What follows belongs to an exercise in optimizing a design on an open flow for a short achievable clock period and few clock cycles; a production flow would make more cautious choices. No functional check of the RTL was part of any run shown here. No activity file was given, so power comes from the tool's default toggle rates.

--- flow/config.mk ---
export PLATFORM = sky130hd
export DESIGN_NAME = cpu
export DESIGN_NICKNAME = cpu
export VERILOG_FILES = /design/flow/design.v
export SDC_FILE = /design/flow/constraint.sdc
export NUM_CORES = 4
export LEC_CHECK = 0
export CAP_MARGIN = 20
export CORE_MARGIN = 2
export CORE_UTILIZATION = 40
export PLACE_DENSITY = 0.6
export SETUP_SLACK_MARGIN = 5
export SLEW_MARGIN = 20
export TNS_END_PERCENT = 100
--- flow/constraint.sdc ---
create_clock -name core_clock -period 8.0 [get_ports {clk}]
set_input_delay 1.6000 -clock core_clock [delete_from_list [all_inputs] [get_ports {clk}]]
set_output_delay 1.6000 -clock core_clock [all_outputs]
set_load 0.01 [all_outputs]
--- flow/design.v ---
`timescale 1ns / 1ps
`timescale 1ns / 1ps
`timescale 1ns / 1ps
`timescale 1ns / 1ps
`timescale 1ns / 1ps
`timescale 1ns / 1ps
`timescale 1ns / 1ps
`timescale 1ns / 1ps
`timescale 1ns / 1ps
`default_nettype none
module cpu (
    input  wire        clk,
    input  wire        rst_n,
    output wire [15:0] imem_addr,
    input  wire [7:0]  imem_data,
    output wire [15:0] dmem_addr,
    input  wire [7:0]  dmem_rd_data,
    output wire [7:0]  dmem_wr_data,
    output wire        dmem_wr_en
);
    reg  [15:0] rf [1:15];
    reg         fV, fC;
    reg  [7:0]  fres;            
    reg         fvalid;          
    wire        fZ = fvalid & (fres == 8'h00);
    wire        fN = fres[7];
    wire        fO = ^fres;
    reg  [15:0] mar;
    reg  [15:0] stk [0:15];
    reg  [3:0]  sp;
    reg  [15:0] tos;             
    reg         s_rv0, s_rv1, s_op, s_b1, s_b2, s_b3;
    reg  [15:0] fa;              
    reg  [15:0] ia_x;            
    reg  [7:0]  op;              
    reg  [7:0]  w1;              
    reg  [7:0]  vlo;             
    assign imem_addr = ia_x ^ 16'hFFFC;
    wire [7:0]  b  = imem_data;
    wire [7:0]  md = dmem_rd_data;
    wire [15:0] p1 = fa + 16'd1;
    wire [15:0] p2 = {fa[15:1] + 15'd1, fa[0]};
    function [15:0] rsel;
        input [3:0] idx;
        input [239:0] regs;      
        integer k;
        begin
            rsel = 16'h0000;
            for (k = 1; k < 16; k = k + 1)
                rsel = rsel | (regs[(k-1)*16 +: 16] & {16{idx == k}});
        end
    endfunction
    wire [239:0] rflat;
    genvar gi;
    generate
        for (gi = 1; gi < 16; gi = gi + 1) begin : g_rf
            assign rflat[(gi-1)*16 +: 16] = rf[gi];
        end
    endgenerate
    wire [15:0] r_52 = rsel(b[5:2], rflat);
    wire [15:0] r_74 = rsel(b[7:4], rflat);
    wire [7:0]  r_30 = rsel(b[3:0], rflat);
    wire o_arith = (op <= 8'h09) || (op >= 8'h3F);    
    wire o_unary = (op >= 8'h0A) && (op <= 8'h25);    
    wire o_jump  = ((op >= 8'h26) && (op <= 8'h2C)) ||
                   ((op >= 8'h38) && (op <= 8'h3A));
    wire o_mov   = (op == 8'h2D);
    wire o_lmar  = (op == 8'h2E);
    wire o_smar  = (op == 8'h2F);
    wire o_load  = (op == 8'h30);
    wire o_stor  = (op == 8'h31);
    wire o_push  = (op == 8'h3B);
    wire o_pop   = (op == 8'h3C);
    wire o_call  = (op == 8'h3D);
    wire o_comp  = (op >= 8'h34) && (op <= 8'h37);
    wire o_djn   = (op == 8'h35);
    wire o_std3  = o_arith | o_unary | o_mov | o_lmar;
    wire o_two   = ~o_std3 & ~o_comp;
    wire b_imar  = (b == 8'h32);
    wire b_dmar  = (b == 8'h33);
    wire b_ret   = (b == 8'h3E);
    wire [1:0] bmode = b[7:6];       
    wire [1:0] mode  = w1[7:6];      
    wire need_w2 = o_lmar |
                   (o_mov   & (bmode != 2'b11)) |
                   (o_arith & (bmode != 2'b11)) |
                   (o_unary & (bmode == 2'b00));
    wire djn_skip = o_djn & (bmode != 2'b10);
    reg jcond;
    always @(*) begin
        case (op)
            8'h26: jcond = 1'b1;
            8'h27: jcond = fZ;
            8'h28: jcond = fN;
            8'h29: jcond = ~fZ & ~fN;
            8'h2A: jcond = fV;
            8'h2B: jcond = fC;
            8'h2C: jcond = fO;
            8'h38: jcond = ~fZ;
            8'h39: jcond = (fN == fV);
            8'h3A: jcond = (fN != fV) | fZ;
            8'h3D: jcond = 1'b1;
            default:  jcond = 1'b0;
        endcase
    end
    reg  [7:0]  A, B;
    reg  [3:0]  xrd;
    reg  [15:0] d16;             
    reg  [7:0]  wd;              
    reg         x_alu;           
    reg         x_we;            
    reg         x_passa;         
    reg         x_passb;         
    reg         x_sub;
    reg         x_ci;            
    reg  [2:0]  x_sel;           
    reg  [2:0]  x_sh;
    reg  [4:0]  x_bm;
    reg         x_sle;           
    reg         x_mar_ld, x_imar, x_dmar;
    reg         x_push, x_pop, x_popw;
    reg         x_stor;
    reg         c_we, c_sub;
    reg  [1:0]  c_cm;
    reg  [2:0]  c_sel;
    always @(*) begin
        c_we = 1'b0; c_sub = 1'b0; c_cm = 2'd0; c_sel = 3'd0;
        case (op)
            8'h00: begin c_we = 1'b1; end
            8'h01: begin c_we = 1'b1; c_cm = 2'd2; end
            8'h02: begin c_we = 1'b1; c_sub = 1'b1; c_cm = 2'd1; end
            8'h03: begin c_we = 1'b1; c_sub = 1'b1; c_cm = 2'd3; end
            8'h04: begin c_we = 1'b1; c_sel = 3'd1; end
            8'h05:  begin c_we = 1'b1; c_sel = 3'd2; end
            8'h06: begin c_we = 1'b1; c_sel = 3'd3; end
            8'h07: begin c_we = 1'b1; c_sel = 3'd4; end
            8'h08: begin c_we = 1'b1; c_sel = 3'd5; end
            8'h09: begin c_sub = 1'b1; c_cm = 2'd1; end
            8'h34: begin c_we = 1'b1; end
            8'h35: begin c_we = 1'b1; c_sub = 1'b1; c_cm = 2'd1; end
            8'h36: begin c_we = 1'b1; c_sub = 1'b1; c_cm = 2'd1; end
            8'h37: begin c_we = 1'b1; c_sub = 1'b1; c_cm = 2'd1; end
            default: begin
                if (o_unary) begin
                    c_we  = 1'b1;
                    c_sel = (op <= 8'h11) ? 3'd6 : 3'd7;
                end
            end
        endcase
    end
    wire c_ci = (c_cm == 2'd0) ? 1'b0 :
                (c_cm == 2'd1) ? 1'b1 :
                (c_cm == 2'd2) ? fC : ~fC;
    wire [7:0] bx = B ^ {8{x_sub}};
    wire [7:0] g  = A & bx;
    wire [7:0] pp = A ^ bx;
    reg [7:0] G0, P0, G1, P1, G2, P2, G3;
    integer q;
    always @(*) begin
        G0 = g; P0 = pp;
        G0[0] = g[0] | (pp[0] & x_ci);
        for (q = 0; q < 8; q = q + 1) begin
            G1[q] = G0[q]; P1[q] = P0[q];
            if (q >= 1) begin
                G1[q] = G0[q] | (P0[q] & G0[q-1]);
                P1[q] = P0[q] & P0[q-1];
            end
        end
        for (q = 0; q < 8; q = q + 1) begin
            G2[q] = G1[q]; P2[q] = P1[q];
            if (q >= 2) begin
                G2[q] = G1[q] | (P1[q] & G1[q-2]);
                P2[q] = P1[q] & P1[q-2];
            end
        end
        for (q = 0; q < 8; q = q + 1) begin
            G3[q] = G2[q];
            if (q >= 4)
                G3[q] = G2[q] | (P2[q] & G2[q-4]);
        end
    end
    wire [8:0] cy = {G3, x_ci};
    wire [7:0] sum   = pp ^ cy[7:0];
    wire       add_c = cy[8] ^ x_sub;
    wire       add_v = (A[7] == bx[7]) & (sum[7] != A[7]);
    wire [7:0] zt    = {A[6:0] | bx[6:0], x_ci};
    wire       add_z = ~|(pp ^ zt);
    wire       sh_right = x_sh[2];
    wire       sh_out   = sh_right ? A[0] : A[7];
    reg        sh_in;
    always @(*) begin
        case (x_sh[1:0])
            2'd0: sh_in = sh_out;
            2'd1: sh_in = 1'b1;
            2'd2: sh_in = 1'b0;
            default: sh_in = ~sh_out;
        endcase
    end
    wire [7:0] sh_r = sh_right ? {sh_in, A[7:1]} : {A[6:0], sh_in};
    reg [7:0] bm_r;
    always @(*) begin
        case (x_bm)
            5'h00: bm_r = A ^ 8'hFF;
            5'h01: bm_r = A ^ 8'hF0;
            5'h02: bm_r = A ^ 8'h0F;
            5'h03: bm_r = A ^ 8'hAA;
            5'h04: bm_r = A ^ 8'h55;
            5'h05: bm_r = A ^ 8'hA0;
            5'h06: bm_r = A ^ 8'h50;
            5'h07: bm_r = A ^ 8'h0A;
            5'h08: bm_r = A ^ 8'h05;
            5'h09: bm_r = A ^ 8'h01;
            5'h0A: bm_r = A ^ 8'h80;
            5'h0B: bm_r = {A[0], A[1], A[2], A[3], A[4], A[5], A[6], A[7]};
            5'h0C: bm_r = {A[7], A[6], A[5], A[4], A[0], A[1], A[2], A[3]};
            5'h0D: bm_r = {A[4], A[5], A[6], A[7], A[3], A[2], A[1], A[0]};
            5'h0E: bm_r = {A[1], A[6], A[3], A[4], A[5], A[2], A[7], A[0]};
            5'h0F: bm_r = {A[7], A[0], A[5], A[2], A[3], A[4], A[1], A[6]};
            5'h10: bm_r = {A[7], A[6], A[5], A[4], A[1], A[2], A[3], A[0]};
            5'h11: bm_r = {A[5], A[6], A[7], A[4], A[3], A[2], A[1], A[0]};
            5'h12: bm_r = {A[7], A[6], A[5], A[4], A[3], A[0], A[1], A[2]};
            5'h13: bm_r = {A[7], A[4], A[5], A[6], A[3], A[2], A[1], A[0]};
            default: bm_r = A;
        endcase
    end
    reg [7:0] oth;               
    reg       oth_c;
    always @(*) begin
        oth_c = 1'b0;
        case (x_sel)
            3'd1: oth = A & B;
            3'd2: oth = A | B;
            3'd3: oth = ~(A | B);
            3'd4: oth = ~(A & B);
            3'd5: oth = A ^ B;
            3'd6: begin oth = sh_r; oth_c = sh_out; end
            default: oth = bm_r;
        endcase
        if (x_passa) oth = A;
        if (x_passb) oth = B;
        if (x_popw)  oth = tos[7:0];
    end
    wire       x_add = (x_sel == 3'd0) & ~x_passa & ~x_passb & ~x_popw;
    wire [7:0] res   = x_add ? sum : oth;
    wire       res_c = x_add ? add_c : oth_c;
    wire       res_v = x_add & add_v;
    wire ccond = x_sle ? (sum[7] | add_z) : ~add_z;
    wire [15:0] tos_d = (s_rv0 | s_rv1) ? stk[4'd1] :
                        x_push          ? d16 :
                        x_pop           ? stk[sp + 4'd2] : tos;
    assign dmem_addr    = mar;
    assign dmem_wr_en   = x_stor;
    assign dmem_wr_data = wd;
    wire sel_vec = s_rv1;
    wire sel_r52 = s_b1 & ((o_jump | o_call) & jcond);
    wire sel_tos = s_op & b_ret;
    wire sel_p2  = (s_op & (b_imar | b_dmar)) |
                   (s_b1 & o_std3 & ~need_w2) |
                   (s_b1 & o_comp & djn_skip);
    wire sel_p1  = ~(sel_vec | sel_r52 | sel_tos | sel_p2);
    wire [15:0] fa_o = ({16{sel_vec}} & {b, vlo}) |
                       ({16{sel_r52}} & r_52) |
                       ({16{sel_tos}} & tos_d) |
                       ({16{sel_p2}}  & p2) |
                       ({16{sel_p1}}  & p1);
    wire [15:0] fa_d = (s_b3 & ccond) ? r_74 : fa_o;
    always @(posedge clk or negedge rst_n) begin
        if (!rst_n) begin
            fa   <= 16'hFFFC;
            ia_x <= 16'h0000;
        end else begin
            fa   <= fa_d;
            ia_x <= fa_d ^ 16'hFFFC;
        end
    end
    wire b_m11  = (bmode == 2'b11);
    wire selA52 = s_b1 & ~o_comp;
    wire selA74 = (s_b1 & o_comp) |
                  (s_b2 & o_comp & ~o_djn & (mode != 2'b00)) |
                  (s_b2 & ~o_comp & (o_mov | (mode == 2'b00)));
    wire selAh  = ~(selA52 | selA74);
    wire [7:0] A_d = ({8{selA52}} & r_52[7:0]) |
                     ({8{selA74}} & r_74[7:0]) |
                     ({8{selAh}}  & A);
    wire selB30 = (s_b1 & o_comp & ~o_djn & ~b_m11) |
                  (s_b2 & o_std3 & (mode != 2'b10));
    wire selB1  = s_b1 & o_comp & o_djn & ~b_m11;
    wire selBmd = s_b1 & ~(o_comp & ~b_m11);
    wire selBb  = s_b2 & (mode == 2'b10);
    wire selBh  = ~(selB30 | selB1 | selBmd | selBb);
    wire [7:0] B_d = ({8{selB30}} & r_30) |
                     {7'd0, selB1} |
                     ({8{selBmd}} & md) |
                     ({8{selBb}}  & b) |
                     ({8{selBh}}  & B);
    always @(posedge clk or negedge rst_n) begin
        if (!rst_n) begin
            s_rv0 <= 1'b1; s_rv1 <= 1'b0; s_op <= 1'b0;
            s_b1  <= 1'b0; s_b2  <= 1'b0; s_b3 <= 1'b0;
            op    <= 8'h00;
            w1    <= 8'h00;
            vlo   <= 8'h00;
            A     <= 8'h00;
            B     <= 8'h00;
            xrd   <= 4'h0;
            d16   <= 16'h0000;
            wd    <= 8'h00;
            x_alu <= 1'b0; x_we <= 1'b0; x_passa <= 1'b0; x_passb <= 1'b0;
            x_sub <= 1'b0; x_ci <= 1'b0; x_sel <= 3'd0; x_sh <= 3'd0; x_bm <= 5'd0;
            x_sle <= 1'b0;
            x_mar_ld <= 1'b0; x_imar <= 1'b0; x_dmar <= 1'b0;
            x_push <= 1'b0; x_pop <= 1'b0; x_popw <= 1'b0; x_stor <= 1'b0;
        end else begin
            x_alu <= 1'b0; x_we <= 1'b0; x_passa <= 1'b0; x_passb <= 1'b0;
            x_mar_ld <= 1'b0; x_imar <= 1'b0; x_dmar <= 1'b0;
            x_push <= 1'b0; x_pop <= 1'b0; x_popw <= 1'b0; x_stor <= 1'b0;
            A <= A_d;
            B <= B_d;
            wd  <= r_52[7:0];                                    
            d16 <= s_b2 ? {w1, b} : (o_call ? p1 : r_52);        
            x_sub <= c_sub;
            x_ci  <= c_ci;
            x_sel <= c_sel;
            x_sh  <= op[2:0] - 3'd2;      
            x_bm  <= op[4:0] - 5'h12;     
            x_sle <= (op == 8'h36);
            if (s_rv0) begin
                vlo   <= b;
                s_rv0 <= 1'b0;
                s_rv1 <= 1'b1;
            end
            if (s_rv1) begin
                s_rv1 <= 1'b0;
                s_op  <= 1'b1;
            end
            if (s_op) begin
                op <= b;
                if (b_imar | b_dmar) begin
                    x_imar <= b_imar;
                    x_dmar <= b_dmar;
                end else if (b_ret) begin
                    x_pop  <= 1'b1;
                end else begin
                    s_op <= 1'b0;
                    s_b1 <= 1'b1;
                end
            end
            if (s_b1) begin
                w1   <= b;
                s_b1 <= 1'b0;
                xrd  <= o_comp ? b[7:4] : b[5:2];
                if (o_std3) begin
                    if (need_w2) begin
                        s_b2 <= 1'b1;
                    end else begin
                        s_op    <= 1'b1;
                        x_alu   <= ~o_mov;
                        x_we    <= o_mov | c_we;
                        x_passb <= o_mov;
                    end
                end else if (o_comp) begin
                    if (djn_skip) begin
                        s_b3   <= 1'b1;
                        x_alu  <= 1'b1;
                        x_we   <= 1'b1;
                    end else begin
                        s_b2 <= 1'b1;
                    end
                end else begin
                    s_op     <= 1'b1;
                    x_mar_ld <= o_smar;
                    x_stor   <= o_stor;
                    x_push   <= o_push | o_call;
                    x_pop    <= o_pop;
                    x_popw   <= o_pop;
                    x_we     <= o_load;
                    x_passb  <= o_load;
                end
            end
            if (s_b2) begin
                s_b2 <= 1'b0;
                if (o_comp) begin
                    s_b3 <= 1'b1;
                    if (!o_djn) begin
                        xrd <= b[7:4];
                    end
                    x_alu  <= 1'b1;
                    x_we   <= 1'b1;
                end else begin
                    s_op <= 1'b1;
                    x_mar_ld <= o_lmar;
                    x_alu    <= ~o_mov & ~o_lmar;
                    x_we     <= o_mov | c_we;
                    x_passa  <= o_mov;
                end
            end
            if (s_b3) begin
                s_b3 <= 1'b0;
                s_op <= 1'b1;
            end
        end
    end
    always @(posedge clk or negedge rst_n) begin
        if (!rst_n) begin
            fV <= 1'b0; fC <= 1'b0; fres <= 8'h00; fvalid <= 1'b0;
            mar <= 16'h0000;
            sp  <= 4'h0;
        end else begin
            if (x_alu) begin
                fres   <= res;
                fvalid <= 1'b1;
                fC     <= res_c;
                fV     <= res_v;
            end
            if (x_mar_ld)
                mar <= d16;
            else if (x_imar)
                mar <= mar + 16'd1;
            else if (x_dmar)
                mar <= mar - 16'd1;
            if (x_push)
                sp <= sp - 4'd1;
            else if (x_pop)
                sp <= sp + 4'd1;
        end
    end
    integer i;
    always @(posedge clk or negedge rst_n) begin
        if (!rst_n) begin
            for (i = 1; i < 16; i = i + 1)
                rf[i] <= 16'h0000;
        end else begin
            for (i = 1; i < 16; i = i + 1) begin
                if ((x_we | x_popw) && xrd == i[3:0])
                    rf[i][7:0] <= res;
                if (x_popw && xrd == i[3:0])
                    rf[i][15:8] <= tos[15:8];
            end
        end
    end
    always @(posedge clk) begin
        if (x_push)
            stk[sp] <= d16;
    end
    always @(posedge clk) begin
        tos <= tos_d;
    end
endmodule
`default_nettype wire
--- flow/flow/run.sh ---
#!/bin/bash
set -euo pipefail
bash standard.sh SETUP_SLACK_MARGIN=5.6 finish > standard.log 2>&1
--- flow/standard.sh ---
#!/bin/bash
# synth_recipe.tcl (not shown) runs the flow's synth.tcl, then flattens the netlist and writes it again
# the make line also repeats each setting of config.mk as NAME=value (left out here)
make -C /OpenROAD-flow-scripts/flow DESIGN_CONFIG=/design/flow/config.mk WORK_HOME=/design/flow/orfs CLKGATE_MAP_FILE= SYNTH_SCRIPT=/design/flow/synth_recipe.tcl "${@:-finish}"
==> flow_metrics.py, run 1 <==
metrics = {
    "outcome": {
        "outcome": "complete, no violations",
    },
    "global_route": {
        "globalRouteOverflowTotal": 0,
        "largest_net_degree_at_the_start_of_global_routing": 168,
        "global_route_wire_length_before_repair_um": 206100,
        "number_of_global_route_vias_before_repair": 29790,
        "grt_util_all_layers": 0.3111,
        "grt_antenna_before_repair": 4,
    },
    "place": {
        "routabilityCongestion": 0.9954,
        "port-buffer-count": 58,
        "hpwlAfterDp_um": 83260,
        "place_inst": 4083,
    },
    "power_and_ir_drop": {
        "p_total_mw": 15.41,
        "swShare": 0.3929,
        "seq_power_share": 0.345,
        "p_leak_nw": 18.67,
        "combinationalPowerShare": 0.417,
        "internal-power_mw": 9.356,
        "power_frac_clock": 0.238,
        "peakVddDrop_mv": 0.2746,
        "power.net_switching_mw": 6.054,
        "power_density_mw_per_mm2": 330.5,
    },
    "worst_setup_path": {
        "regToRegStartpoint": "x_sub",
        "cp-end-kind": "flop",
        "crit-reg2reg-capture": "fa[14]",
        "crit_type": "in2reg",
        "r2r_setup_slack_ns": 4.85,
        "arrival_time_at_the_worst_endpoint_ns": 3.68,
        "worst-path-max-fanout": 17,
        "worst_ep_required_time_ns": 8.50,
        "startpoint_types": "input pin",
        "rr_worst_depth": 15,
    },
    "timing": {
        "fin_setup_tns_ns": 0,
        "setup-violations-final": 0,
        "skew_ns": 0.03840,
        "unrepaired_setup_endpoints_after_global_routing": "true",
        "final.min_clock_period_ns": 3.183,
        "worst-slew-pin-transition_ns": 1.191,
        "timing_max_transition_violations_final": 0,
        "relSlewSlack": 0.1994,
        "finalCritPeriodShare": 0.3979,
        "timing_hold_violations_final": 0,
        "final.hold.worst_slack_ns": 0.4731,
        "fmax_mhz": 314.1,
    },
    "yosys": {
        "ys_async_sr_fraction": 0.5934,
        "syn_area_mm2": 0.03493,
        "synth_seq_area_share": 0.5141,
        "synth.net_count": 3104,
        "main_flop_type_after_synthesis": "sky130_fd_sc_hd__dfrtp_1",
        "synthesis.instances": 3025,
        "number_of_flops_mapped_to_enable_cells_by_yosys": 256,
        "syn_area_per_cell_um2": 11.55,
        "synth-seq-cells": 669,
        "yosysWarnings": 2,
        "synth.distinct_cells": 97,
    },
    "detailed_routing": {
        "routed-via-count": 30410,
        "drt_pre_antenna_iters": 11,
        "drt.antenna.violating_nets": 0,
        "drt_iter0_markers": 5180,
        "totalWireLength_um": 144200,
        "routed_wire_length_per_instance_um": 31.29,
        "drc_errors": 0,
        "drt-vias-per-instance": 6.598,
    },
    "job": {
        "cap_violations": 0,
    },
    "floorplanning": {
        "top_level_ports": 59,
        "core_region_area_mm2": 0.08662,
        "num_rows": 108,
        "die_h_um": 299.5,
        "chipWidth_um": 299.5,
        "initial_utilization": 0.4033,
        "design.die.area_mm2": 0.08972,
    },
    "final_layout": {
        "share_of_layout_cells_above_drive_strength_1": 0.4063,
        "area.growth.synth_to_final_pct": 33.47,
        "net_count_of_the_finished_layout": 3470,
        "finish.utilization": 0.5383,
        "final_cell_count_no_fill": 4609,
    },
    "clock_network": {
        "buffers_from_clock_root_to_sink_at_most": 3,
        "clk_transition_reported_paths_ns": 0.05,
        "clockRootBuffer": "sky130_fd_sc_hd__clkbuf_16",
        "cts_hold_buffers": 0,
        "cts-buffers-inserted": 76,
        "clkSinkCount": 669,
        "insertion_delay_ns": 0.67,
        "cts_tree": "yes",
        "htreeDepth": 3,
    },
    "hold_path": {
        "worst_hold_path.endpoint": "fvalid",
        "classification_of_the_worst_slack_hold_path": "reg2reg",
        "hold_path_depth": 1,
        "hold_start": "fvalid",
    },
}
==> critical path, cell delays in order <==
cell,delay [ns]
sky130_fd_sc_hd__buf_16,0.15
sky130_fd_sc_hd__nor2b_4,0.18
sky130_fd_sc_hd__buf_6,0.16
sky130_fd_sc_hd__a22oi_1,0.16
sky130_fd_sc_hd__nor2_1,0.07
sky130_fd_sc_hd__a21oi_1,0.41
sky130_fd_sc_hd__o221ai_2,0.33
sky130_fd_sc_hd__a222oi_1,0.49
sky130_fd_sc_hd__nand2_1,0.11
==> power groups by stage <==
stage / sequential, mW / combinational, mW / clock [mW]
global route: 5.35 / 6.76 / 3.85
global placement: 5.37 / 4.15 / 0
finish: 5.32 / 6.42 / 3.67
floorplan: 4.69 / 3.32 / 0
detailed placement: 5.38 / 4.24 / 0
CTS: 5.23 / 5.79 / 3.70
==> how the worst max path moves through the flow <==
| stage | startpoint | endpoint | cells past startpoint |
|---|---|---|---|
| after detailed placement | imem_data[7] | ia_x[3] | 10 |
| after global routing | x_sub | fa[13] | 13 |
| after CTS | x_sub | fa[13] | 13 |
| after global placement | imem_data[2] | ia_x[7] | 9 |
| after floorplan | imem_data[2] | fa[2] | 9 |
| final | imem_data[3] | B[0] | 9 |
==> layout by cell type, fill, tap and decap left out, types with 26 or more instances in the layout <==
master,instances
sky130_fd_sc_hd__a222oi_1,41
sky130_fd_sc_hd__mux2_2,210
sky130_fd_sc_hd__clkbuf_16,81
sky130_fd_sc_hd__nor2_2,27
sky130_fd_sc_hd__nand2_1,239
sky130_fd_sc_hd__a22o_1,34
sky130_fd_sc_hd__xnor2_1,31
sky130_fd_sc_hd__xor2_1,33
sky130_fd_sc_hd__nor2_1,103
sky130_fd_sc_hd__edfxtp_1,256
sky130_fd_sc_hd__buf_16,29
sky130_fd_sc_hd__buf_4,242
sky130_fd_sc_hd__o21ai_0,63
sky130_fd_sc_hd__mux4_2,62
sky130_fd_sc_hd__mux2_4,67
sky130_fd_sc_hd__buf_12,63
sky130_fd_sc_hd__a22oi_1,107
sky130_fd_sc_hd__nor2_4,42
sky130_fd_sc_hd__dfrtp_2,34
sky130_fd_sc_hd__dfrtp_1,339
sky130_fd_sc_hd__mux2i_1,37
sky130_fd_sc_hd__o21ai_1,65
sky130_fd_sc_hd__ha_1,43
sky130_fd_sc_hd__buf_6,114
sky130_fd_sc_hd__nor3_1,28
sky130_fd_sc_hd__inv_1,59
sky130_fd_sc_hd__and3_1,26
sky130_fd_sc_hd__nand3_1,58
sky130_fd_sc_hd__a21oi_1,81
==> through the flow <==
step                instance area [um^2]  worst slack (ns)
floorplan                          36170             4.662
global placement                   37250             3.022
detailed placement                 37310             2.987
CTS                                45290             4.945
global route                       46620             4.782
finish                             46630             4.817
==> synthesized netlist by cell type (16+ instances only) <==
master	n	area, um^2
sky130_fd_sc_hd__o221ai_1	18	157.7
sky130_fd_sc_hd__mux4_2	62	1396
sky130_fd_sc_hd__nand2_1	269	1010
sky130_fd_sc_hd__o21ai_0	148	740.7
sky130_fd_sc_hd__xor2_1	39	341.6
sky130_fd_sc_hd__dfxtp_1	16	320.3
sky130_fd_sc_hd__a32oi_1	24	210.2
sky130_fd_sc_hd__mux2_2	277	3119
sky130_fd_sc_hd__a221oi_1	47	411.6
sky130_fd_sc_hd__a211oi_1	18	135.1
sky130_fd_sc_hd__mux2i_1	39	390.4
sky130_fd_sc_hd__nor2b_1	26	162.7
sky130_fd_sc_hd__edfxtp_1	256	7687
sky130_fd_sc_hd__ha_1	57	713.2
sky130_fd_sc_hd__nand2b_1	29	181.4
sky130_fd_sc_hd__dfrtp_1	382	9559
sky130_fd_sc_hd__o22ai_1	20	125.1
sky130_fd_sc_hd__a221o_1	21	210.2
sky130_fd_sc_hd__inv_1	80	300.3
sky130_fd_sc_hd__xnor2_1	36	315.3
sky130_fd_sc_hd__a22o_1	34	297.8
sky130_fd_sc_hd__nor3_1	50	250.2
sky130_fd_sc_hd__nor2_1	169	634.4
sky130_fd_sc_hd__nand3_1	66	330.3
sky130_fd_sc_hd__a31oi_1	25	156.4
sky130_fd_sc_hd__a21oi_1	98	490.5
sky130_fd_sc_hd__buf_2	60	300.3
sky130_fd_sc_hd__nand4_1	24	150.1
sky130_fd_sc_hd__clkbuf_1	128	480.5
sky130_fd_sc_hd__and3_1	33	206.5
sky130_fd_sc_hd__o211ai_1	18	135.1
sky130_fd_sc_hd__a22oi_1	121	908.4
sky130_fd_sc_hd__a222oi_1	41	410.4
sky130_fd_sc_hd__or3_1	19	118.9
==> registers in the layout (all words and copies together) (netlist names), 4 cells and up <==
register,cells
A,8
B,8
d16,16
fa,14
fres,8
ia_x,16
mar,16
op,8
rf,240
sp,4
stk,256
tos,16
vlo,8
w1,8
wd,8
x_bm,5
xrd,4
==> logic make-up after synthesis <==
family                   Yosys count  share of synthesized area
other                              1                  0.0001073
flip-flops                       669                     0.5141
XOR/XNOR                          75                    0.01880
buffers and inverters            301                    0.03693
AO/OA/AOI/OAI                    779                     0.1620
AND/OR/NAND/NOR                  760                     0.1046
multiplexers                     378                     0.1404
adder cells (fa/ha/maj)           62                    0.02299
==> what timing repair did <==
item                                    4_1_cts  5_1_grt
cloned                                       34        4
setup buffers                               287       60
endpoints found under the setup margin      645      465
resized for setup                           726      170
pin swaps                                   187      102
==> per-layer routing <==
metal | part of all wire | vias up | GRT usage
met2 | 0.44 | 2194 | 0.4739
met4 | 0.071 | 2 | 0.1662
met5 | 0.000090 | - | 0
met1 | 0.38 | 15180 | 0.3949
met3 | 0.11 | 695 | 0.1002
li1 | - | 12340 | -
==> area by class of cell <==
cell class                 instances  area, um^2
antenna                            1       2.502
clock buffer                     100        2083
clock inverter                    40       568.0
fill                            7086       39990
inverter                          83       366.6
multi-input combinational       2059       18230
sequential                       669       18040
tap                             1155        1445
timing repair buffer             502        5898
==> run 2, diff against run 1 <==
--- a/flow/design.v
+++ b/flow/design.v
@@ -51,4 +51,15 @@
         end
     endfunction
+    function [15:0] rselg;
+        input [3:0] idx;
+        input gate;
+        input [239:0] regs;
+        integer k;
+        begin
+            rselg = 16'h0000;
+            for (k = 1; k < 16; k = k + 1)
+                rselg = rselg | (regs[(k-1)*16 +: 16] & {16{gate & (idx == k)}});
+        end
+    endfunction
     wire [239:0] rflat;
     genvar gi;
@@ -258,11 +269,12 @@
                    (s_b1 & o_std3 & ~need_w2) |
                    (s_b1 & o_comp & djn_skip);
-    wire sel_p1  = ~(sel_vec | sel_r52 | sel_tos | sel_p2);
-    wire [15:0] fa_o = ({16{sel_vec}} & {b, vlo}) |
-                       ({16{sel_r52}} & r_52) |
+    wire sel_r74 = s_b3 & ccond;     
+    wire sel_p1  = ~(sel_vec | sel_r52 | sel_tos | sel_p2 | sel_r74);
+    wire [15:0] fa_d = rselg(b[5:2], sel_r52, rflat) |
+                       rselg(b[7:4], sel_r74, rflat) |
+                       ({16{sel_vec}} & {b, vlo}) |
                        ({16{sel_tos}} & tos_d) |
                        ({16{sel_p2}}  & p2) |
                        ({16{sel_p1}}  & p1);
-    wire [15:0] fa_d = (s_b3 & ccond) ? r_74 : fa_o;
     always @(posedge clk or negedge rst_n) begin
         if (!rst_n) begin
@@ -280,6 +292,8 @@
                   (s_b2 & ~o_comp & (o_mov | (mode == 2'b00)));
     wire selAh  = ~(selA52 | selA74);
-    wire [7:0] A_d = ({8{selA52}} & r_52[7:0]) |
-                     ({8{selA74}} & r_74[7:0]) |
+    wire [15:0] A52 = rselg(b[5:2], selA52, rflat);
+    wire [15:0] A74 = rselg(b[7:4], selA74, rflat);
+    wire [15:0] B30 = rselg(b[3:0], selB30, rflat);
+    wire [7:0] A_d = A52[7:0] | A74[7:0] |
                      ({8{selAh}}  & A);
     wire selB30 = (s_b1 & o_comp & ~o_djn & ~b_m11) |
@@ -289,5 +303,5 @@
     wire selBb  = s_b2 & (mode == 2'b10);
     wire selBh  = ~(selB30 | selB1 | selBmd | selBb);
-    wire [7:0] B_d = ({8{selB30}} & r_30) |
+    wire [7:0] B_d = B30[7:0] |
                      {7'd0, selB1} |
                      ({8{selBmd}} & md) |
==> flow/run.sh (new file) <==
#!/bin/bash
# synth_recipe.tcl (not shown) runs the flow's synth.tcl, then flattens the netlist and writes it again
# the make line also repeats each setting of config.mk as NAME=value (left out here)
make -C /OpenROAD-flow-scripts/flow DESIGN_CONFIG=/design/flow/config.mk WORK_HOME=/design/flow/orfs CLKGATE_MAP_FILE= SYNTH_SCRIPT=/design/flow/synth_recipe.tcl finish
removed: flow/flow/run.sh
removed: flow/standard.sh
==> flow_metrics.py, run 2 <==
metrics = {
    "clock_network": {
        "htreeDepth": 3,
        "cts_hold_buffers": 0,
        "clkSinkCount": 669,
        "clockRootBuffer": "sky130_fd_sc_hd__clkbuf_16",
        "buffers_from_clock_root_to_sink_at_most": 3,
        "clk_transition_reported_paths_ns": 0.07,
        "cts-buffers-inserted": 76,
        "insertion_delay_ns": 0.67,
        "cts_tree": "yes",
    },
    "job": {
        "cap_violations": 0,
    },
    "detailed_routing": {
        "routed_wire_length_per_instance_um": 34.67,
        "drt_pre_antenna_iters": 7,
        "routed-via-count": 31900,
        "drc_errors": 0,
        "drt.antenna.violating_nets": 0,
        "drt-vias-per-instance": 6.739,
        "totalWireLength_um": 164100,
        "drt_iter0_markers": 5492,
    },
    "final_layout": {
        "fillerInstances": 7614,
        "layout.cells.most_common_list": "340 x sky130_fd_sc_hd__dfrtp_1, 272 x sky130_fd_sc_hd__buf_4, 256 x sky130_fd_sc_hd__edfxtp_1, 219 x sky130_fd_sc_hd__mux2_2, 217 x sky130_fd_sc_hd__nand2_1",
        "layout_commonest_cell": "sky130_fd_sc_hd__dfrtp_1",
        "net_count_of_the_finished_layout": 3581,
        "finish.utilization": 0.5183,
        "max_flop_register": "stk",
        "largest_register_ffs": 256,
        "stdcell_area_mm2": 0.04574,
        "layout_top_registers": "stk (256), rf (240)",
        "area.growth.synth_to_final_pct": 28.71,
        "share_of_layout_cells_above_drive_strength_1": 0.3478,
    },
    "power_and_ir_drop": {
        "peakVddDrop_mv": 0.2428,
        "p_leak_nw": 17.99,
        "power_density_mw_per_mm2": 335.5,
    },
    "yosys": {
        "most_frequent_cell_after_synthesis": "sky130_fd_sc_hd__dfrtp_1",
        "ys_top_cells_by_area": "sky130_fd_sc_hd__dfrtp_1 27%, sky130_fd_sc_hd__edfxtp_1 22%, sky130_fd_sc_hd__mux2_2 7.0%",
        "syn_area_per_cell_um2": 11.26,
        "ys_async_sr_fraction": 0.5934,
        "synth-seq-cells": 669,
        "syn_area_mm2": 0.03554,
        "area_leader_netlist": "sky130_fd_sc_hd__dfrtp_1",
        "main_flop_type_after_synthesis": "sky130_fd_sc_hd__dfrtp_1",
        "synthDominantCellAreaShare": 0.2690,
        "synth.cells.most_frequent": "382 x sky130_fd_sc_hd__dfrtp_1, 256 x sky130_fd_sc_hd__edfxtp_1, 234 x sky130_fd_sc_hd__nand2_1",
        "yosysWarnings": 2,
        "synth_seq_area_share": 0.5054,
        "synthesis.instances": 3156,
        "synth.net_count": 3235,
        "synth.distinct_cells": 101,
        "number_of_flops_mapped_to_enable_cells_by_yosys": 256,
    },
    "worst_setup_path": {
        "startpoint_types": "flop",
        "regToRegStartpoint": "A[4]",
        "critPathMaxStageDelay_ns": 0.56,
        "arrival_time_at_the_worst_endpoint_ns": 4.47,
        "rr_worst_depth": 15,
        "r2r_setup_slack_ns": 4.12,
        "setup.worst_path.start": "A[4]",
        "crit_type": "reg2reg",
        "most_used_cell_along_the_critical_path": "sky130_fd_sc_hd__buf_6",
        "critical-path-slowest-cell": "sky130_fd_sc_hd__or4_4",
        "worst-path-max-fanout": 10,
        "cp_cell_sequence": "buf_4 -> inv_1 -> ha_1 -> xnor2_1 -> or4_4 -> o31ai_4 -> a31o_4 -> buf_6 -> nor3_2 -> buf_6 -> buf_4 -> buf_6 -> a221oi_2 -> nand4b_1 -> a211o_1",
        "cp-end-kind": "flop",
        "worst_ep_required_time_ns": 8.59,
        "crit-reg2reg-capture": "fa[9]",
    },
    "timing": {
        "skew_ns": 0.04210,
        "unrepaired_setup_endpoints_after_global_routing": "true",
        "relSlewSlack": 0.2166,
        "finalCritPeriodShare": 0.4848,
        "worst-slew-pin-transition_ns": 1.163,
        "timing_hold_violations_final": 0,
        "post-route-worst-setup-slack_ns": 4.121,
        "timing_max_transition_violations_final": 0,
        "setup-violations-final": 0,
        "fmax_mhz": 257.8,
        "fin_setup_tns_ns": 0,
        "final.min_clock_period_ns": 3.879,
    },
    "hold_path": {
        "hold_path_depth": 1,
        "worst_hold_path.endpoint": "fvalid",
        "hold_start": "fvalid",
        "classification_of_the_worst_slack_hold_path": "reg2reg",
    },
    "floorplanning": {
        "num_rows": 109,
        "die_h_um": 302.1,
        "top_level_ports": 59,
        "design.die.area_mm2": 0.09124,
        "chipWidth_um": 302.1,
        "initial_utilization": 0.4027,
        "core_region_area_mm2": 0.08824,
    },
    "outcome": {
        "outcome": "complete, no violations",
    },
    "global_route": {
        "grt_antenna_before_repair": 11,
        "grt_util_all_layers": 0.3512,
        "global_route_wire_length_before_repair_um": 227000,
        "number_of_global_route_vias_before_repair": 30090,
        "globalRouteOverflowTotal": 0,
        "largest_net_degree_at_the_start_of_global_routing": 150,
    },
    "place": {
        "pre_cts_ws_ns": 2.850,
        "routabilityCongestion": 1.038,
        "placed_cell_area_mm2": 0.03788,
        "port-buffer-count": 58,
        "hpwlAfterDp_um": 102800,
    },
}
run 2: cell types whose count changed after synthesis, moves of 25 or more:
| cell | previous run | this run |
|---|---|---|
| sky130_fd_sc_hd__a21oi_1 | 98 | 179 |
| sky130_fd_sc_hd__buf_2 | 60 | 35 |
| sky130_fd_sc_hd__clkbuf_1 | 128 | 154 |
| sky130_fd_sc_hd__mux2_2 | 277 | 221 |
| sky130_fd_sc_hd__mux2i_1 | 39 | 64 |
| sky130_fd_sc_hd__nand2_1 | 269 | 234 |
| sky130_fd_sc_hd__nor2_1 | 169 | 232 |
run 2: cells by family (layout without fill, tap and decap cells):
logic type | Yosys count | after routing | share of synthesized area
fa+ha+maj | 62 | 62 | 0.02260
flops | 669 | 669 | 0.5054
xor+xnor | 75 | 75 | 0.01848
mux | 366 | 366 | 0.1394
compound gates | 820 | 824 | 0.1622
other cells | 1 | 4 | 0.0001055
buf+inv | 310 | 713 | 0.03546
simple gates | 853 | 855 | 0.1163
run 2: cell type report:
type,count,area [um^2],area share
antenna,3,7.507,0.0001641
clock buffer,98,2095,0.04579
clock inverter,43,585.6,0.01280
inverter,92,375.4,0.008207
multi-input combinational,2183,18350,0.4011
sequential,669,18030,0.3942
tap,1165,1458,0.03187
timing repair buffer,480,4838,0.1058
run 2: power by group:
group	switching (mW)	internal (mW)	leakage, nW
sequential	1.62	4.30	7.64
combinational	3.23	2.48	9.06
clock	1.57	2.15	1.29
run 2: per-layer routing:
layer / track usage / routed length (um)
met5: 0 / 205
met2: 0.4923 / 66680
met3: 0.1408 / 23040
met1: 0.4622 / 62400
met4: 0.1932 / 11780
run 2: how the worst max path moves through the flow:
| stage | depth (start not counted) | end | slack, ns |
|---|---|---|---|
| 6_report | 15 | fa[9] | 4.12 |
| 5_1_grt | 16 | ia_x[0] | 4.10 |
| 4_1_cts | 15 | ia_x[0] | 4.31 |
| 3_5_place_dp | 11 | fa[12] | 2.85 |
| 3_3_place_gp | 11 | fa[12] | 2.89 |
| 2_1_floorplan | 11 | ia_x[4] | 4.42 |
run 2: worst max-delay path: cells and delay by family, from the launching register on:
| kind | cells | cell delay (ns) |
|---|---|---|
| buffers and inverters | 6 | 1.03 |
| flip-flops | 1 | 0.32 |
| AO/OA/AOI/OAI | 4 | 1.15 |
| adder cells (fa/ha/maj) | 1 | 0.28 |
| AND/OR/NAND/NOR | 3 | 0.88 |
| XOR/XNOR | 1 | 0.13 |
run 2: what timing repair did:
item	CTS	global route
resized for setup	481	190
pin swaps	125	104
cloned	15	3
endpoints found under the setup margin	387	194
setup buffers	222	94
run 2: per-stage QoR:
step	cells	total power, mW	hold slack (ns)
final	4733	15.34	0.4677
after global routing	4731	15.79	0.5137
after floorplan	3156	8.010	0.4405
after detailed placement	4253	10.15	0.4553
after CTS	4631	14.62	0.4694
after global placement	4252	10.14	0.4548
==> run 3, diff against run 2 <==
--- a/flow/design.v
+++ b/flow/design.v
@@ -51,15 +51,4 @@
         end
     endfunction
-    function [15:0] rselg;
-        input [3:0] idx;
-        input gate;
-        input [239:0] regs;
-        integer k;
-        begin
-            rselg = 16'h0000;
-            for (k = 1; k < 16; k = k + 1)
-                rselg = rselg | (regs[(k-1)*16 +: 16] & {16{gate & (idx == k)}});
-        end
-    endfunction
     wire [239:0] rflat;
     genvar gi;
@@ -256,5 +245,8 @@
     wire       res_c = x_add ? add_c : oth_c;
     wire       res_v = x_add & add_v;
-    wire ccond = x_sle ? (sum[7] | add_z) : ~add_z;
+    wire ccond = ~x_sle & ~add_z;
+    wire sle_t = x_sle & (sum[7] | add_z);
+    reg         sle_pend;
+    reg  [15:0] jt_sle;
     wire [15:0] tos_d = (s_rv0 | s_rv1) ? stk[4'd1] :
                         x_push          ? d16 :
@@ -263,24 +255,31 @@
     assign dmem_wr_en   = x_stor;
     assign dmem_wr_data = wd;
+    wire s_opv   = s_op & ~sle_pend;     
     wire sel_vec = s_rv1;
     wire sel_r52 = s_b1 & ((o_jump | o_call) & jcond);
-    wire sel_tos = s_op & b_ret;
-    wire sel_p2  = (s_op & (b_imar | b_dmar)) |
+    wire sel_r74 = s_b3 & ccond;
+    wire sel_tos = s_opv & b_ret;
+    wire sel_p2  = (s_opv & (b_imar | b_dmar)) |
                    (s_b1 & o_std3 & ~need_w2) |
                    (s_b1 & o_comp & djn_skip);
-    wire sel_r74 = s_b3 & ccond;     
-    wire sel_p1  = ~(sel_vec | sel_r52 | sel_tos | sel_p2 | sel_r74);
-    wire [15:0] fa_d = rselg(b[5:2], sel_r52, rflat) |
-                       rselg(b[7:4], sel_r74, rflat) |
-                       ({16{sel_vec}} & {b, vlo}) |
-                       ({16{sel_tos}} & tos_d) |
-                       ({16{sel_p2}}  & p2) |
-                       ({16{sel_p1}}  & p1);
+    wire sel_p1  = ~(sel_vec | sel_r52 | sel_r74 | sel_tos | sel_p2 | sle_pend);
+    wire [15:0] fa_o = ({16{sel_vec}}  & {b, vlo}) |
+                       ({16{sle_pend}} & jt_sle) |
+                       ({16{sel_tos}}  & tos_d) |
+                       ({16{sel_p2}}   & p2) |
+                       ({16{sel_p1}}   & p1);
+    wire [15:0] fa_d = ({16{sel_r52}} & r_52) |
+                       ({16{sel_r74}} & r_74) |
+                       fa_o;
     always @(posedge clk or negedge rst_n) begin
         if (!rst_n) begin
             fa   <= 16'hFFFC;
             ia_x <= 16'h0000;
+            sle_pend <= 1'b0;
+            jt_sle   <= 16'h0000;
         end else begin
             fa   <= fa_d;
+            sle_pend <= s_b3 & sle_t;
+            jt_sle   <= r_74;
             ia_x <= fa_d ^ 16'hFFFC;
         end
@@ -292,8 +291,6 @@
                   (s_b2 & ~o_comp & (o_mov | (mode == 2'b00)));
     wire selAh  = ~(selA52 | selA74);
-    wire [15:0] A52 = rselg(b[5:2], selA52, rflat);
-    wire [15:0] A74 = rselg(b[7:4], selA74, rflat);
-    wire [15:0] B30 = rselg(b[3:0], selB30, rflat);
-    wire [7:0] A_d = A52[7:0] | A74[7:0] |
+    wire [7:0] A_d = ({8{selA52}} & r_52[7:0]) |
+                     ({8{selA74}} & r_74[7:0]) |
                      ({8{selAh}}  & A);
     wire selB30 = (s_b1 & o_comp & ~o_djn & ~b_m11) |
@@ -303,5 +300,5 @@
     wire selBb  = s_b2 & (mode == 2'b10);
     wire selBh  = ~(selB30 | selB1 | selBmd | selBb);
-    wire [7:0] B_d = B30[7:0] |
+    wire [7:0] B_d = ({8{selB30}} & r_30) |
                      {7'd0, selB1} |
                      ({8{selBmd}} & md) |
@@ -331,6 +328,4 @@
             A <= A_d;
             B <= B_d;
-            wd  <= r_52[7:0];                                    
-            d16 <= s_b2 ? {w1, b} : (o_call ? p1 : r_52);        
             x_sub <= c_sub;
             x_ci  <= c_ci;
@@ -348,5 +343,5 @@
                 s_op  <= 1'b1;
             end
-            if (s_op) begin
+            if (s_opv) begin
                 op <= b;
                 if (b_imar | b_dmar) begin
@@ -364,4 +359,6 @@
                 s_b1 <= 1'b0;
                 xrd  <= o_comp ? b[7:4] : b[5:2];
+                wd   <= r_52[7:0];                  
+                d16  <= o_call ? p1 : r_52;         
                 if (o_std3) begin
                     if (need_w2) begin
@@ -394,4 +391,5 @@
             if (s_b2) begin
                 s_b2 <= 1'b0;
+                d16  <= {w1, b};                    
                 if (o_comp) begin
                     s_b3 <= 1'b1;
==> flow/flow/run.sh (new file) <==
#!/bin/bash
set -euo pipefail
bash standard.sh SETUP_SLACK_MARGIN=5.6 finish > standard.log 2>&1
==> flow/standard.sh (new file) <==
#!/bin/bash
# synth_recipe.tcl (not shown) runs the flow's synth.tcl, then flattens the netlist and writes it again
# the make line also repeats each setting of config.mk as NAME=value (left out here)
make -C /OpenROAD-flow-scripts/flow DESIGN_CONFIG=/design/flow/config.mk WORK_HOME=/design/flow/orfs CLKGATE_MAP_FILE= SYNTH_SCRIPT=/design/flow/synth_recipe.tcl "${@:-finish}"
removed: flow/run.sh
==> flow_metrics.py, run 3 <==
metrics = {
    "global_route": {
        "grt_antenna_before_repair": 6,
        "global_route_wire_length_before_repair_um": 216100,
        "largest_net_degree_at_the_start_of_global_routing": 154,
        "globalRouteOverflowTotal": 0,
        "number_of_global_route_vias_before_repair": 30640,
        "grt_util_all_layers": 0.3134,
    },
    "detailed_routing": {
        "drc_errors": 0,
        "routed_wire_length_per_instance_um": 31.50,
        "routed-via-count": 32700,
        "drt.antenna.violating_nets": 0,
        "drt_iter0_markers": 5710,
        "drt-vias-per-instance": 6.708,
        "totalWireLength_um": 153500,
        "drt_pre_antenna_iters": 12,
    },
    "floorplanning": {
        "design.die.area_mm2": 0.09336,
        "initial_utilization": 0.4041,
        "core_region_area_mm2": 0.09001,
        "die_h_um": 305.6,
        "chipWidth_um": 305.6,
        "num_rows": 110,
        "top_level_ports": 59,
    },
    "worst_setup_path": {
        "crit-reg2reg-capture": "fa[6]",
        "arrival_time_at_the_worst_endpoint_ns": 3.84,
        "setup.worst_path.start": "imem_data[5]",
        "timing.critical_path.max_delay_family": "simple AND/OR/NAND/NOR gates",
        "cp_cell_sequence": "bufbuf_16 -> nand2b_1 -> nor3_1 -> a21oi_2 -> nor4bb_4 -> buf_4 -> nor3_2 -> a2111oi_4 -> o221a_2",
        "worst-path-max-fanout": 35,
        "cp-end-kind": "flop",
        "startpoint_types": "input pin",
        "worst_ep_required_time_ns": 8.55,
        "rr_worst_depth": 13,
        "critical_path.n_buffers_inverters": 2,
        "crit_type": "in2reg",
        "r2r_setup_slack_ns": 4.89,
        "critical-path-slowest-cell": "sky130_fd_sc_hd__nor3_1",
        "regToRegStartpoint": "x_sub",
        "critPathMaxStageDelay_ns": 0.95,
    },
    "final_layout": {
        "layout_commonest_cell": "sky130_fd_sc_hd__dfrtp_1",
        "layout.cells.most_common_list": "357 x sky130_fd_sc_hd__dfrtp_1, 317 x sky130_fd_sc_hd__buf_4, 256 x sky130_fd_sc_hd__edfxtp_1, 197 x sky130_fd_sc_hd__nand2_1, 197 x sky130_fd_sc_hd__mux2_2",
        "largest_register_ffs": 256,
        "max_flop_register": "stk",
        "net_count_of_the_finished_layout": 3709,
        "share_of_layout_cells_above_drive_strength_1": 0.4213,
        "layout_top_registers": "stk (256), rf (240)",
        "area.growth.synth_to_final_pct": 36.13,
        "finish.utilization": 0.5501,
    },
    "yosys": {
        "syn_area_per_cell_um2": 11.42,
        "synth-seq-cells": 686,
        "dominant_combinational_cell_family_by_area_after_synthesis": "compound AO/OA/AOI/OAI gates",
        "synth_seq_area_share": 0.5055,
        "synthesized_area_fraction_occupied_by_ao_oa_aoi_and_oai_cells": 0.1638,
        "synthDominantCellAreaShare": 0.2745,
        "syn_area_mm2": 0.03637,
        "ys_async_sr_fraction": 0.6035,
        "yosys.area_share.xor_xnor": 0.01689,
        "synthSimpleGateAreaFrac": 0.1209,
        "main_flop_type_after_synthesis": "sky130_fd_sc_hd__dfrtp_1",
        "number_of_flops_mapped_to_enable_cells_by_yosys": 256,
        "synth.net_count": 3263,
        "muxShareOfSynthArea": 0.1309,
        "synthesis.instances": 3184,
        "synth.cells.most_frequent": "399 x sky130_fd_sc_hd__dfrtp_1, 256 x sky130_fd_sc_hd__edfxtp_1, 220 x sky130_fd_sc_hd__mux2_2",
        "ys_top_cells_by_area": "sky130_fd_sc_hd__dfrtp_1 27%, sky130_fd_sc_hd__edfxtp_1 21%, sky130_fd_sc_hd__mux2_2 6.8%",
        "yosysWarnings": 2,
        "most_frequent_cell_after_synthesis": "sky130_fd_sc_hd__dfrtp_1",
        "synth.distinct_cells": 106,
        "post_synth_fa_ha_maj_area_fraction": 0.02181,
        "area_leader_netlist": "sky130_fd_sc_hd__dfrtp_1",
    },
    "power_and_ir_drop": {
        "seq_power_share": 0.336,
        "peakVddDrop_mv": 0.2671,
        "p_total_mw": 16.43,
        "power_frac_clock": 0.220,
        "power_density_mw_per_mm2": 331.7,
        "combinationalPowerShare": 0.443,
        "internal-power_mw": 9.807,
        "p_leak_nw": 19.95,
        "swShare": 0.4030,
        "power.net_switching_mw": 6.619,
    },
    "outcome": {
        "outcome": "complete, no violations",
    },
    "timing": {
        "timing_max_transition_violations_final": 0,
        "post-route-worst-setup-slack_ns": 4.716,
        "relSlewSlack": 0.1195,
        "finalCritPeriodShare": 0.4105,
        "worst-slew-pin-transition_ns": 1.317,
        "fin_setup_tns_ns": 0,
        "unrepaired_setup_endpoints_after_global_routing": "true",
        "final.min_clock_period_ns": 3.284,
        "fmax_mhz": 304.5,
        "timing_hold_violations_final": 0,
        "setup-violations-final": 0,
        "skew_ns": 0.04473,
    },
    "hold_path": {
        "hold_start": "fvalid",
        "worst_hold_path.endpoint": "fvalid",
        "hold_path_depth": 1,
        "classification_of_the_worst_slack_hold_path": "reg2reg",
    },
    "clock_network": {
        "cts_hold_buffers": 0,
        "cts-buffers-inserted": 77,
        "insertion_delay_ns": 0.67,
        "htreeDepth": 3,
        "clk_transition_reported_paths_ns": 0.06,
        "clkSinkCount": 686,
        "clockRootBuffer": "sky130_fd_sc_hd__clkbuf_16",
        "buffers_from_clock_root_to_sink_at_most": 3,
        "cts_tree": "yes",
    },
    "job": {
        "cap_violations": 0,
    },
    "place": {
        "pre_cts_ws_ns": 3.027,
        "hpwlAfterDp_um": 87330,
        "routabilityCongestion": 1.009,
        "port-buffer-count": 58,
    },
}
==> run 3: cell count changes after synthesis, moves of 13 or more <==
cell / delta
sky130_fd_sc_hd__buf_2: +25
sky130_fd_sc_hd__nor2_1: -49
sky130_fd_sc_hd__nor3b_1: +17
sky130_fd_sc_hd__a22o_1: -28
sky130_fd_sc_hd__nor3_1: +15
sky130_fd_sc_hd__mux2i_1: -13
sky130_fd_sc_hd__nor4bb_1: +13
sky130_fd_sc_hd__a21oi_1: -55
sky130_fd_sc_hd__a211oi_1: +19
sky130_fd_sc_hd__a221oi_1: -26
sky130_fd_sc_hd__nand2_1: -18
sky130_fd_sc_hd__dfrtp_1: +17
==> run 3: how the worst max path moves through the flow <==
stage | endpoint | slack [ns] | cells after the start
CTS | ia_x[10] | 4.89 | 11
global route | A[7] | 4.76 | 12
floorplan | ia_x[0] | 4.46 | 10
finish | ia_x[14] | 4.72 | 9
detailed placement | fa[6] | 3.03 | 8
global placement | fa[6] | 3.04 | 8
==> run 3: worst reg2reg max path: stages, from the launching register on <==
cell	delay (ns)
sky130_fd_sc_hd__dfrtp_2	0.48
sky130_fd_sc_hd__buf_12	0.16
sky130_fd_sc_hd__xor2_2	0.13
sky130_fd_sc_hd__inv_1	0.09
sky130_fd_sc_hd__ha_4	0.25
sky130_fd_sc_hd__xnor2_2	0.14
sky130_fd_sc_hd__nor4_2	0.27
sky130_fd_sc_hd__buf_4	0.17
sky130_fd_sc_hd__a311o_2	0.24
sky130_fd_sc_hd__clkinvlp_4	0.13
sky130_fd_sc_hd__buf_6	0.15
sky130_fd_sc_hd__a222oi_1	0.31
sky130_fd_sc_hd__o21ai_1	0.19
sky130_fd_sc_hd__a2111o_1	0.32
==> run 3: repair_timing <==
item,in CTS,in global routing
cloned,34,4
setup buffers,346,102
gates resized for setup,739,273
pin swaps,220,155
setup endpoints to repair,693,529
==> run 3: metrics by stage <==
step                cells  hold slack [ns]  instance area (um^2)
floorplan            3184           0.3745                 37690
global placement     4241           0.4543                 38690
detailed placement   4241           0.4441                 38700
CTS                  4763           0.4684                 47380
global route         4869           0.4906                 49500
finish               4874           0.4719                 49520
==> run 3: power by group through the flow <==
| stage | Combinational (mW) | Clock [mW] | Sequential [mW] |
|---|---|---|---|
| 6_report | 7.28 | 3.62 | 5.53 |
| 4_1_cts | 6.43 | 3.64 | 5.40 |
| 5_1_grt | 7.67 | 3.79 | 5.55 |
| 3_5_place_dp | 4.74 | 0 | 5.58 |
| 2_1_floorplan | 3.67 | 0 | 4.90 |
| 3_3_place_gp | 4.68 | 0 | 5.61 |
==> run 3: layer usage <==
layer | share of wire | wire length (um) | global-route usage
met5 | 0.00029 | 45 | 0
met4 | 0.069 | 10630 | 0.1704
met3 | 0.12 | 18590 | 0.08895
met2 | 0.42 | 65110 | 0.4589
met1 | 0.39 | 59160 | 0.4197
==> run 3: final cells by class <==
type	count	area, um^2
fill	7343	40500
tap	1176	1471
clock inverter	38	488.0
timing repair buffer	610	6955
antenna	5	12.51
inverter	100	446.7
clock buffer	104	2068
sequential	686	18470
multi-input combinational	2155	19610
==> run 3: logic make-up (layout without fill, tap and decap cells) <==
family                     Yosys count  count (layout)
muxes                              350             350
xor gates and xnor gates            68              68
other                                1               6
and+or+nand+nor                    847             851
buffers and inverters              348             852
DFF                                686             686
adders and majority gates           61              61
AOI/OAI and AO/OA                  823             824
==> run 4, diff against run 3 <==
--- a/flow/config.mk
+++ b/flow/config.mk
@@ -6,9 +6,9 @@
 export NUM_CORES = 4
 export LEC_CHECK = 0
-export CAP_MARGIN = 20
+export CAP_MARGIN = 40
 export CORE_MARGIN = 2
 export CORE_UTILIZATION = 40
 export PLACE_DENSITY = 0.6
 export SETUP_SLACK_MARGIN = 5
-export SLEW_MARGIN = 20
+export SLEW_MARGIN = 40
 export TNS_END_PERCENT = 100
==> flow_metrics.py, run 4 <==
metrics = {
    "clock_network": {
        "clk_transition_reported_paths_ns": 0.06,
        "clockRootBuffer": "sky130_fd_sc_hd__clkbuf_16",
        "cts_tree": "yes",
        "buffers_from_clock_root_to_sink_at_most": 3,
        "htreeDepth": 3,
        "clkSinkCount": 686,
        "cts-buffers-inserted": 77,
        "insertion_delay_ns": 0.67,
        "cts_hold_buffers": 0,
    },
    "timing": {
        "fmax_mhz": 312.3,
        "relSlewSlack": 0.4174,
        "fin_setup_tns_ns": 0,
        "unrepaired_setup_endpoints_after_global_routing": "true",
        "timing_max_transition_violations_final": 0,
        "worst-slew-pin-transition_ns": 0.8707,
        "post-route-worst-setup-slack_ns": 4.798,
        "timing_hold_violations_final": 0,
        "final.min_clock_period_ns": 3.202,
        "setup-violations-final": 0,
        "skew_ns": 0.05352,
        "finalCritPeriodShare": 0.4002,
    },
    "power_and_ir_drop": {
        "p_leak_nw": 19.73,
        "power_density_mw_per_mm2": 335.2,
        "p_total_mw": 16.44,
        "power.net_switching_mw": 6.577,
        "peakVddDrop_mv": 0.2368,
        "power_frac_clock": 0.224,
        "swShare": 0.4000,
        "seq_power_share": 0.337,
        "combinationalPowerShare": 0.439,
        "internal-power_mw": 9.865,
    },
    "yosys": {
        "synthesis.instances": 3184,
        "most_frequent_cell_after_synthesis": "sky130_fd_sc_hd__dfrtp_1",
        "synthDominantCellAreaShare": 0.2745,
        "ys_top_cells_by_area": "sky130_fd_sc_hd__dfrtp_1 27%, sky130_fd_sc_hd__edfxtp_1 21%, sky130_fd_sc_hd__mux2_2 6.8%",
        "number_of_flops_mapped_to_enable_cells_by_yosys": 256,
        "synth-seq-cells": 686,
        "yosysWarnings": 2,
        "ys_async_sr_fraction": 0.6035,
        "syn_area_mm2": 0.03637,
        "main_flop_type_after_synthesis": "sky130_fd_sc_hd__dfrtp_1",
        "synth.net_count": 3263,
        "synth_seq_area_share": 0.5055,
        "area_leader_netlist": "sky130_fd_sc_hd__dfrtp_1",
        "synth.distinct_cells": 106,
        "synth.cells.most_frequent": "399 x sky130_fd_sc_hd__dfrtp_1, 256 x sky130_fd_sc_hd__edfxtp_1, 220 x sky130_fd_sc_hd__mux2_2",
        "syn_area_per_cell_um2": 11.42,
    },
    "detailed_routing": {
        "routed_wire_length_per_instance_um": 31.23,
        "totalWireLength_um": 150500,
        "drc_errors": 0,
        "drt_pre_antenna_iters": 21,
        "drt-vias-per-instance": 6.670,
        "drt_iter0_markers": 5062,
        "drt.antenna.violating_nets": 0,
        "routed-via-count": 32150,
    },
    "worst_setup_path": {
        "critical-path-slowest-cell": "sky130_fd_sc_hd__a222oi_1",
        "startpoint_types": "input pin",
        "regToRegStartpoint": "x_sub",
        "worst_ep_required_time_ns": 8.58,
        "setup.worst_path.start": "imem_data[7]",
        "arrival_time_at_the_worst_endpoint_ns": 3.78,
        "worst-path-max-fanout": 9,
        "cp_cell_sequence": "buf_16 -> buf_12 -> buf_16 -> nor4bb_4 -> buf_6 -> buf_12 -> a222oi_1 -> nand4_1 -> a222oi_1 -> o211a_1 -> o211a_1",
        "cp-end-kind": "flop",
        "critPathMaxStageDelay_ns": 0.39,
        "crit_type": "in2reg",
    },
    "global_route": {
        "grt_antenna_before_repair": 5,
        "global_route_wire_length_before_repair_um": 213500,
        "largest_net_degree_at_the_start_of_global_routing": 154,
        "globalRouteOverflowTotal": 0,
        "number_of_global_route_vias_before_repair": 30370,
        "grt_util_all_layers": 0.3104,
    },
    "final_layout": {
        "layout_top_registers": "stk (256), rf (240)",
        "multi_input_area_mm2": 0.01951,
        "net_count_of_the_finished_layout": 3654,
        "layout_commonest_cell": "sky130_fd_sc_hd__dfrtp_1",
        "final_cell_count_no_fill": 4820,
        "seqCellArea_mm2": 0.01848,
        "layout.cells.most_common_list": "352 x sky130_fd_sc_hd__dfrtp_1, 283 x sky130_fd_sc_hd__buf_4, 256 x sky130_fd_sc_hd__edfxtp_1, 200 x sky130_fd_sc_hd__nand2_1, 192 x sky130_fd_sc_hd__mux2_2",
        "fillerInstances": 7395,
        "largest_register_ffs": 256,
        "share_of_layout_cells_above_drive_strength_1": 0.4080,
        "area.growth.synth_to_final_pct": 34.85,
        "max_flop_register": "stk",
    },
    "job": {
        "cap_violations": 0,
    },
    "outcome": {
        "outcome": "complete, no violations",
    },
    "floorplanning": {
        "chipWidth_um": 305.6,
        "design.die.area_mm2": 0.09336,
        "top_level_ports": 59,
        "die_h_um": 305.6,
        "num_rows": 110,
        "initial_utilization": 0.4041,
        "core_region_area_mm2": 0.09001,
    },
    "hold_path": {
        "classification_of_the_worst_slack_hold_path": "reg2reg",
        "hold_start": "fvalid",
    },
    "place": {
        "pre_cts_ws_ns": 3.029,
        "port-buffer-count": 58,
        "place_inst": 4248,
        "routabilityCongestion": 1.009,
        "hpwlAfterDp_um": 87720,
    },
}
[run 4: cell counts after synthesis]
Identical to the previous run, type by type.
[run 4: power by group through the flow]
| stage | Clock [mW] | Sequential [mW] | Combinational [mW] |
|---|---|---|---|
| after floorplan | 0 | 4.90 | 3.67 |
| after global placement | 0 | 5.61 | 4.68 |
| after detailed placement | 0 | 5.58 | 4.78 |
| after CTS | 3.71 | 5.44 | 6.32 |
| after global routing | 3.85 | 5.57 | 7.62 |
| final | 3.68 | 5.54 | 7.22 |
[run 4: final cells by class]
type | instances | share of cell area
Clock inverter | 34 | 0.01013
Multi-Input combinational cell | 2154 | 0.3978
Timing Repair Buffer | 556 | 0.1323
Clock buffer | 110 | 0.04385
Sequential cell | 686 | 0.3768
Inverter | 100 | 0.008953
Tap cell | 1176 | 0.03000
Antenna cell | 4 | 0.0002041
[run 4: metal layers]
layer  part of all wire  GRT usage  vias up
met1               0.39     0.4202    16010
met2               0.43     0.4494     2400
met4              0.066     0.1666        2
met5           0.000086          0        -
met3               0.12    0.08930      670
li1                   -          -    13070
[run 4: logic make-up after synthesis]
logic type	after synthesis	synth area share
xor gates and xnor gates	68	0.01689
adders and majority gates	61	0.02181
buffers and inverters	348	0.04021
muxes	350	0.1309
and+or+nand+nor	847	0.1209
AOI/OAI and AO/OA	823	0.1638
DFF	686	0.5055
other	1	0.0001031
[run 4: what timing repair did]
item	CTS	global route
resized for setup	710	229
gates cloned	34	5
pin swaps	217	147
buffers inserted	292	92
setup endpoints to repair	590	442
[run 4: path summary, 6_finish.rpt]
| check | endpoint | slack [ns] | cells after the start |
|---|---|---|---|
| min reg2reg | fvalid | 0.47 | 1 |
| max reg2reg | ia_x[2] | 4.88 | 16 |
| min | fvalid | 0.47 | 1 |
| max in group asynchronous | fa[11] | 5.93 | 3 |
| min in group asynchronous | rf[6][3] | 0.87 | 1 |
| max | ia_x[12] | 4.80 | 11 |
[run 4: through the flow]
stage / utilization / area [um^2] / hold WS (ns)
after global routing: 0.5449 / 49050 / 0.4914
after detailed placement: 0.4323 / 38910 / 0.4441
after floorplan: - / 37690 / 0.3745
final: 0.5449 / 49050 / 0.4732
after global placement: 0.4298 / 38690 / 0.4543
after CTS: 0.5247 / 47230 / 0.4689
[run 4: critical path: cells and delay by family]
| kind | cells | cell delay [ns] |
|---|---|---|
| compound gates | 4 | 1.08 |
| buf+inv | 5 | 0.69 |
| simple gates | 2 | 0.41 |

## port drivers added, routing unchanged
In the flow no input, the clock included, has a driving cell. The finished layouts below were timed again as built, in two steps. Step 1, drivers: a clkbuf_16 drives clk and a buf_2 each remaining input, both assumed. Step 2 times the ports against the registers' clock, not the clock port: input delays grow and output delays shrink by t, the midpoint of the rising clock arrivals with the driver on. Three values: no drivers, after step 1, after step 2; two values: the first two.
| run | t (ns) | setup slack, ns | hold WS [ns] | worst setup path after step 2 | pins driven straight from the clock port |
|---|---|---|---|---|---|
| run 1 | 0.720 | 4.817 / 4.630 / 3.910 | 0.473 / 0.473 / 0.473 | input to register | 1 |
| run 2 | 0.716 | 4.121 / 4.121 / 3.532 | 0.468 / 0.468 / 0.468 | input to register | 1 |
| run 3 | 0.716 | 4.716 / 4.525 / 3.808 | 0.472 / 0.472 / 0.472 | input to register | 1 |
| run 4 | 0.704 | 4.798 / 4.622 / 3.918 | 0.473 / 0.473 / 0.473 | input to register | 1 |
After both steps every run listed still meets setup and hold. The setup slack of run 3, which loses most, moves by -0.191 ns with the drivers and by -0.908 ns with both steps.
